This design comes from an exercise in tuning for small area on the open sky130 flow, not from production work. Function was checked by simulation only, so behaviour that the tests miss may differ from the original. Power and IR drop assume default switching activity.

==> flow/design.v <==
`timescale 1ns / 1ps
module i2c_counter_slave #(
    parameter [6:0] I2C_ADDR = 7'b111_1111
) (
    input  logic clk,
    input  logic reset,    
    input  logic SCL,
    input  logic sda_i,
    output logic sda_o,
    output logic sda_oe,
    output [7:0]  fnd_data,
    output [3:0]  fnd_com,
    output [15:0] led
);
    logic [2:0] scl_pipe_n, sda_pipe_n;
    logic       scl_sync_n, sda_sync_n, scl_prev_n, sda_prev_n;
    function automatic logic maj3(input logic [2:0] v);
        maj3 = (v[0] & v[1]) | (v[1] & v[2]) | (v[0] & v[2]);
    endfunction
    always_ff @(posedge clk or posedge reset) begin
        if (reset) begin
            scl_pipe_n <= 3'b000;
            sda_pipe_n <= 3'b000;
            scl_sync_n <= 1'b0;
            sda_sync_n <= 1'b0;
            scl_prev_n <= 1'b0;
            sda_prev_n <= 1'b0;
        end else begin
            scl_pipe_n <= {scl_pipe_n[1:0], ~SCL};
            sda_pipe_n <= {sda_pipe_n[1:0], ~sda_i};
            scl_sync_n <= maj3(scl_pipe_n);
            sda_sync_n <= maj3(sda_pipe_n);
            scl_prev_n <= scl_sync_n;
            sda_prev_n <= sda_sync_n;
        end
    end
    wire scl_rise = ~scl_sync_n & scl_prev_n;
    wire scl_fall = scl_sync_n & ~scl_prev_n;
    wire start    = ~scl_sync_n & ~sda_prev_n & sda_sync_n;
    wire stop     = ~scl_sync_n & sda_prev_n & ~sda_sync_n;
    wire start_nx = ~maj3(scl_pipe_n) & ~sda_sync_n & maj3(sda_pipe_n);
    localparam logic [3:0] S_IDLE = 4'd0, S_ADDR0 = 4'd1, S_ADDR = 4'd2,
                           S_ACKA = 4'd3, S_REG = 4'd4, S_ACKR = 4'd5,
                           S_RX = 4'd6, S_ACKX = 4'd7, S_TX = 4'd8,
                           S_MACK = 4'd9;
    logic [3:0]  state;
    logic [2:0]  bc;         
    logic [1:0]  bytec;      
    logic [7:0]  sh;         
    logic [1:0]  ra;         
    logic [31:0] reg0, reg1;
    logic [32:0] wk;         
    logic [5:0]  wcnt;
    logic        wdiv;
    logic [15:0] hi;         
    logic [15:0] lo;         
    logic [3:0]  pv;         
    logic [6:0]  pw;         
    wire run  = reg0[0];
    wire updn = reg0[1];
    wire clr  = reg0[2];
    wire load = reg0[3];
    wire tick1k = (pv == 4'd10);
    wire tick   = tick1k & (pw == 7'd99);
    wire nss     = ~start & ~stop;
    wire addr_ok = (sh[7:1] == I2C_ADDR);
    wire st_tx   = (state == S_TX);
    assign sda_oe = nss & (((state == S_ACKA) & addr_ok) | (state == S_ACKR) |
                           (state == S_ACKX) | st_tx);
    assign sda_o  = st_tx & wk[31];
    wire wr      = nss & (state == S_RX) & scl_fall & (bc == 3'd7);
    wire acka    = nss & scl_fall & (state == S_ACKA) & addr_ok;
    wire divgo   = acka & ~sh[0];
    wire txsh    = nss & scl_fall & ((st_tx & (bc != 3'd7)) |
                                     ((state == S_MACK) & ~sh[0]));
    wire cap     = start_nx & ~((state == S_RX) & (ra == 2'd0));
    always_ff @(posedge clk or posedge reset) begin
        if (reset) begin
            state <= S_IDLE;
            ra    <= 2'd0;
        end else begin
            if (start) begin
                state <= S_ADDR0;
            end else if (stop) begin
                state <= S_IDLE;
            end else begin
                case (state)
                    S_ADDR0: if (scl_fall) state <= S_ADDR;
                    S_ADDR:  if (scl_fall && bc == 3'd7) state <= S_ACKA;
                    S_ACKA:  if (!addr_ok) state <= S_IDLE;
                             else if (scl_fall) state <= sh[0] ? S_TX : S_REG;
                    S_REG: begin
                        if (scl_rise) ra <= {ra[0], sda_i};
                        if (scl_fall && bc == 3'd7) state <= S_ACKR;
                    end
                    S_ACKR:  if (scl_fall) state <= S_RX;
                    S_RX:    if (scl_fall && bc == 3'd7) state <= S_ACKX;
                    S_ACKX:  if (scl_fall) state <= S_RX;
                    S_TX:    if (scl_fall && bc == 3'd7) state <= S_MACK;
                    S_MACK:  if (scl_fall) state <= sh[0] ? S_IDLE : S_TX;
                    default: ;
                endcase
            end
        end
    end
    always_ff @(posedge clk) begin
        if (start) begin
            bc    <= 3'd0;
            bytec <= 2'd0;
        end else if (!stop) begin
            if (scl_fall && (state == S_ADDR || state == S_REG ||
                             state == S_RX || state == S_TX))
                bc <= bc + 3'd1;
            if (wr) bytec <= bytec + 2'd1;
            if (scl_rise && (state == S_ADDR || state == S_RX ||
                             state == S_MACK))
                sh <= {sh[6:0], sda_i};
        end
    end
    always_ff @(posedge clk or posedge reset) begin
        if (reset) begin
            reg0 <= 32'd0;
            reg1 <= 32'd0;
        end else begin
            if (wr && ra == 2'd0 && bytec == 2'd0) reg0[31:24] <= sh;
            if (wr && ra == 2'd0 && bytec == 2'd1) reg0[23:16] <= sh;
            if (wr && ra == 2'd0 && bytec == 2'd2) reg0[15:8]  <= sh;
            if (wr && ra == 2'd0 && bytec == 2'd3) reg0[7:0]   <= sh;
            if (wr && ra == 2'd1 && bytec == 2'd0) reg1[31:24] <= sh;
            if (wr && ra == 2'd1 && bytec == 2'd1) reg1[23:16] <= sh;
            if (wr && ra == 2'd1 && bytec == 2'd2) reg1[15:8]  <= sh;
            if (wr && ra == 2'd1 && bytec == 2'd3) reg1[7:0]   <= sh;
            if (reg0[2]) reg0[2] <= 1'b0;
            if (reg0[3]) reg0[3] <= 1'b0;
        end
    end
    function automatic logic [3:0] add3(input logic [3:0] d);
        logic ge5;
        ge5 = d[3] | (d[2] & (d[1] | d[0]));
        add3[3] = ge5;
        add3[2] = (d[2] & ~d[1] & ~d[0]) | (d[3] & d[0]);
        add3[1] = ge5 ? ((d[2] & d[1] & d[0]) | (d[3] & ~d[0])) : d[1];
        add3[0] = d[0] ^ ge5;
    endfunction
    function automatic logic [3:0] half_dig(input logic [3:1] d, input logic c, input logic en);
        logic big;
        big = d[3] | (d[2] & d[1]);
        half_dig[3] = c & (~en | big);
        half_dig[2] = (c & en) ? ~big : d[3];
        half_dig[1] = (c & en) ? (d[2] ^ d[1]) : d[2];
        half_dig[0] = d[1] ^ (c & en);
    endfunction
    function automatic logic [31:0] half_step(input logic [31:0] x, input logic [3:0] en);
        logic [31:0] y;
        y[31:16] = {x[0], x[31:17]};
        for (int j = 0; j < 4; j++)
            y[4*j +: 4] = half_dig(x[4*j+1 +: 3], x[4*j+4], en[j]);
        half_step = y;
    endfunction
    function automatic logic [32:0] shl(input logic [32:0] x, input logic b, input logic dv);
        logic [15:0] a;
        for (int i = 0; i < 4; i++)
            a[4*i +: 4] = dv ? add3(x[4*i +: 4]) : x[4*i +: 4];
        shl = {x[32] | x[31], x[30:16], a[15], a[14:0], dv ? b : x[31]};
    endfunction
    wire [3:0] en = {~wcnt[3], wcnt[3:0] <= 4'd9, wcnt[3:0] <= 4'd11, wcnt[3:0] <= 4'd13};
    wire rcap = start & (ra != 2'd2);
    always_ff @(posedge clk) begin
        if (cap || rcap || divgo) begin
            wk       <= {1'b0, cap ? {hi, lo} :
                               (rcap && ra == 2'd0) ? reg0 :
                               (rcap && ra == 2'd1) ? reg1 : 32'd0};
            wdiv     <= divgo;
            wcnt     <= {1'b0, rcap, 4'd0};
        end else if (txsh || (wdiv && !wcnt[5])) begin
            wk       <= shl(wk, reg1[~wcnt[4:0]], wdiv);
            if (wdiv) wcnt <= wcnt + 6'd1;
        end else if (!wdiv && !wcnt[4]) begin
            wk[31:0] <= half_step(half_step(wk[31:0], en), en);
            wcnt     <= wcnt + 6'd1;
        end
    end
    function automatic logic [4:0] bcd_step(input logic [3:0] d, input logic up);
        logic [3:0] n;
        logic w;
        if (up) begin
            w    = d[3] & d[0];
            n[0] = ~d[0];
            n[1] = (d[1] ^ d[0]) & ~w;
            n[2] = d[2] ^ (d[1] & d[0]);
            n[3] = (d[3] & ~d[0]) | (d[2] & d[1] & d[0]);
        end else begin
            w    = ~(d[3] | d[2] | d[1] | d[0]);
            n[0] = ~d[0];
            n[1] = (d[1] ^ ~d[0]) & ~w;
            n[2] = (d[2] ^ (~d[1] & ~d[0])) & ~w;
            n[3] = w | (d[3] & d[0]);
        end
        bcd_step = {w, n};
    endfunction
    logic [15:0] lo_n;
    logic [4:0]  cy;
    logic [15:0] hi_n;
    logic [16:0] hc;
    always_comb begin
        cy[0] = run & tick;
        for (int i = 0; i < 4; i++) begin
            logic [4:0] r;
            r = bcd_step(lo[4*i +: 4], updn);
            lo_n[4*i +: 4] = cy[i] ? r[3:0] : lo[4*i +: 4];
            cy[i+1] = cy[i] & r[4];
        end
        hc[0] = cy[4];
        for (int i = 0; i < 16; i++) begin
            hi_n[i]  = hi[i] ^ hc[i];
            hc[i+1] = hc[i] & (hi[i] ~^ updn);
        end
    end
    wire        ovf   = wk[32];
    wire [15:0] ld_hi = {16{~clr}} & (wk[31:16] | {16{ovf}});
    wire [15:0] ld_lo = {16{~clr}} & ((wk[15:0] & {16{~ovf}}) | ({16{ovf}} & 16'h9999));
    always_ff @(posedge clk or posedge reset) begin
        if (reset) begin
            hi <= 16'd0;
            lo <= 16'd0;
        end else if (clr || load) begin
            hi <= ld_hi;
            lo <= ld_lo;
        end else begin
            lo <= lo_n;
            hi <= hi_n;
        end
    end
    always_ff @(posedge clk or posedge reset) begin
        if (reset) begin
            pv <= 4'd0;
            pw <= 7'd0;
        end else begin
            pv <= tick1k ? 4'd1 : pv + 4'd1;
            if (tick1k) pw <= (pw == 7'd99) ? 7'd0 : pw + 7'd1;
        end
    end
    assign led = hi;
    wire [1:0] dsel = pw[1:0];
    logic [3:0] digit;
    always_comb begin
        case (dsel)
            2'd0: digit = lo[3:0];
            2'd1: digit = lo[7:4];
            2'd2: digit = lo[11:8];
            default: digit = lo[15:12];
        endcase
    end
    logic [7:0] seg;
    always_comb begin
        case (digit)
            4'd0: seg = 8'hC0;
            4'd1: seg = 8'hF9;
            4'd2: seg = 8'hA4;
            4'd3: seg = 8'hB0;
            4'd4: seg = 8'h99;
            4'd5: seg = 8'h92;
            4'd6: seg = 8'h82;
            4'd7: seg = 8'hF8;
            4'd8: seg = 8'h80;
            4'd9: seg = 8'h90;
            default: seg = 8'hC0;
        endcase
    end
    assign fnd_data = seg;
    assign fnd_com  = (dsel == 2'd0) ? 4'b1110 :
                      (dsel == 2'd1) ? 4'b1101 :
                      (dsel == 2'd2) ? 4'b1011 : 4'b0110;
endmodule
clock: 150.0 ns
lec_check: 0
abc_area: 1
cap_margin: 20
core_margin: 2
core_utilization: 70
cts_buf_list: sky130_fd_sc_hd__clkbuf_8
place_density: 0.8
slew_margin: 20
standard.sh (not shown) runs the stock make flow with config.mk's settings and CLKGATE_MAP_FILE= SYNTH_SCRIPT=/design/flow/synth_recipe.tcl, a recipe that flattens the netlist after the stock synthesis.
==> flow/flow/run.sh <==
#!/bin/bash
# The standard layout with two changes to how the layout is built:
#  * the port buffers are the smallest buffer cell (sky130_fd_sc_hd__buf_1)
#    instead of the delay buffer buffer_ports picks by default;
#  * clock tree synthesis inserts no dummy loads (the clock buffers are the
#    same clkbuf_8 the flow settings ask for).
# Synthesis is the unchanged standard synthesis. Each step's full output
# goes to its own log file in this folder.
set -euo pipefail
bash standard.sh synth > synth_make.log 2>&1
BUFFER_PORTS_ARGS="-buffer_cell sky130_fd_sc_hd__buf_1" \
CTS_ARGS="-sink_clustering_enable -repair_clock_nets -buf_list sky130_fd_sc_hd__clkbuf_8 -dont_use_dummy_load" \
  bash standard.sh finish > layout_make.log 2>&1
The starting point finished with timing, DRC and antenna clean.
Then changed:
--- a/flow/design.v
+++ b/flow/design.v
@@ -173,7 +173,9 @@
             wdiv     <= divgo;
             wcnt     <= {1'b0, rcap, 4'd0};
-        end else if (txsh || (wdiv && !wcnt[5])) begin
-            wk       <= shl(wk, reg1[~wcnt[4:0]], wdiv);
-            if (wdiv) wcnt <= wcnt + 6'd1;
+        end else if (txsh) begin
+            wk       <= shl(wk, 1'b0, 1'b0);
+        end else if (wdiv && !wcnt[5]) begin
+            wk       <= shl(wk, reg1[~wcnt[4:0]], 1'b1);
+            wcnt     <= wcnt + 6'd1;
         end else if (!wdiv && !wcnt[4]) begin
             wk[31:0] <= half_step(half_step(wk[31:0], en), en);
Sequential share of layout area drops by 0.49 points.
Global-route usage climbs by 1.3 points.
Setup slack got worse by 0.13 ns.
Clock power is about the same.
Design area climbs slightly.
Utilization climbs by 0.32 points.
Power climbs by a few percent.

[port drivers added, routing unchanged]
In the flow no input, the clock included, has a driving cell. The finished layouts below were timed again as built, in two steps.
Step 1: set_driving_cell puts a clkbuf_16 on clk and a buf_2 on each other input, an assumption about the parent block.
Step 2 adds t to the input delays and takes it off the output delays; t is the mean of the earliest and latest rising clock arrival at the registers after step 1. Input paths then give back, and output paths get back, about the clock's delay inside the block.
Slacks: ideal ports / drivers / drivers and shift; pairs: ideal ports / drivers.
| run | shift t [ns] | setup slack, ns | worst setup path at the end | clock arrival spread, ns | slew at the worst register clock pin (ns) |
|---|---|---|---|---|---|
| the first run | 0.504 | 117.505 / 117.461 / 117.965 | register to output | 0.046 / 0.046 | 0.11 / 0.11 |
| the second run | 0.502 | 117.378 / 117.337 / 117.839 | register to output | 0.027 / 0.027 | 0.09 / 0.09 |
After both steps every run listed still meets setup and hold.
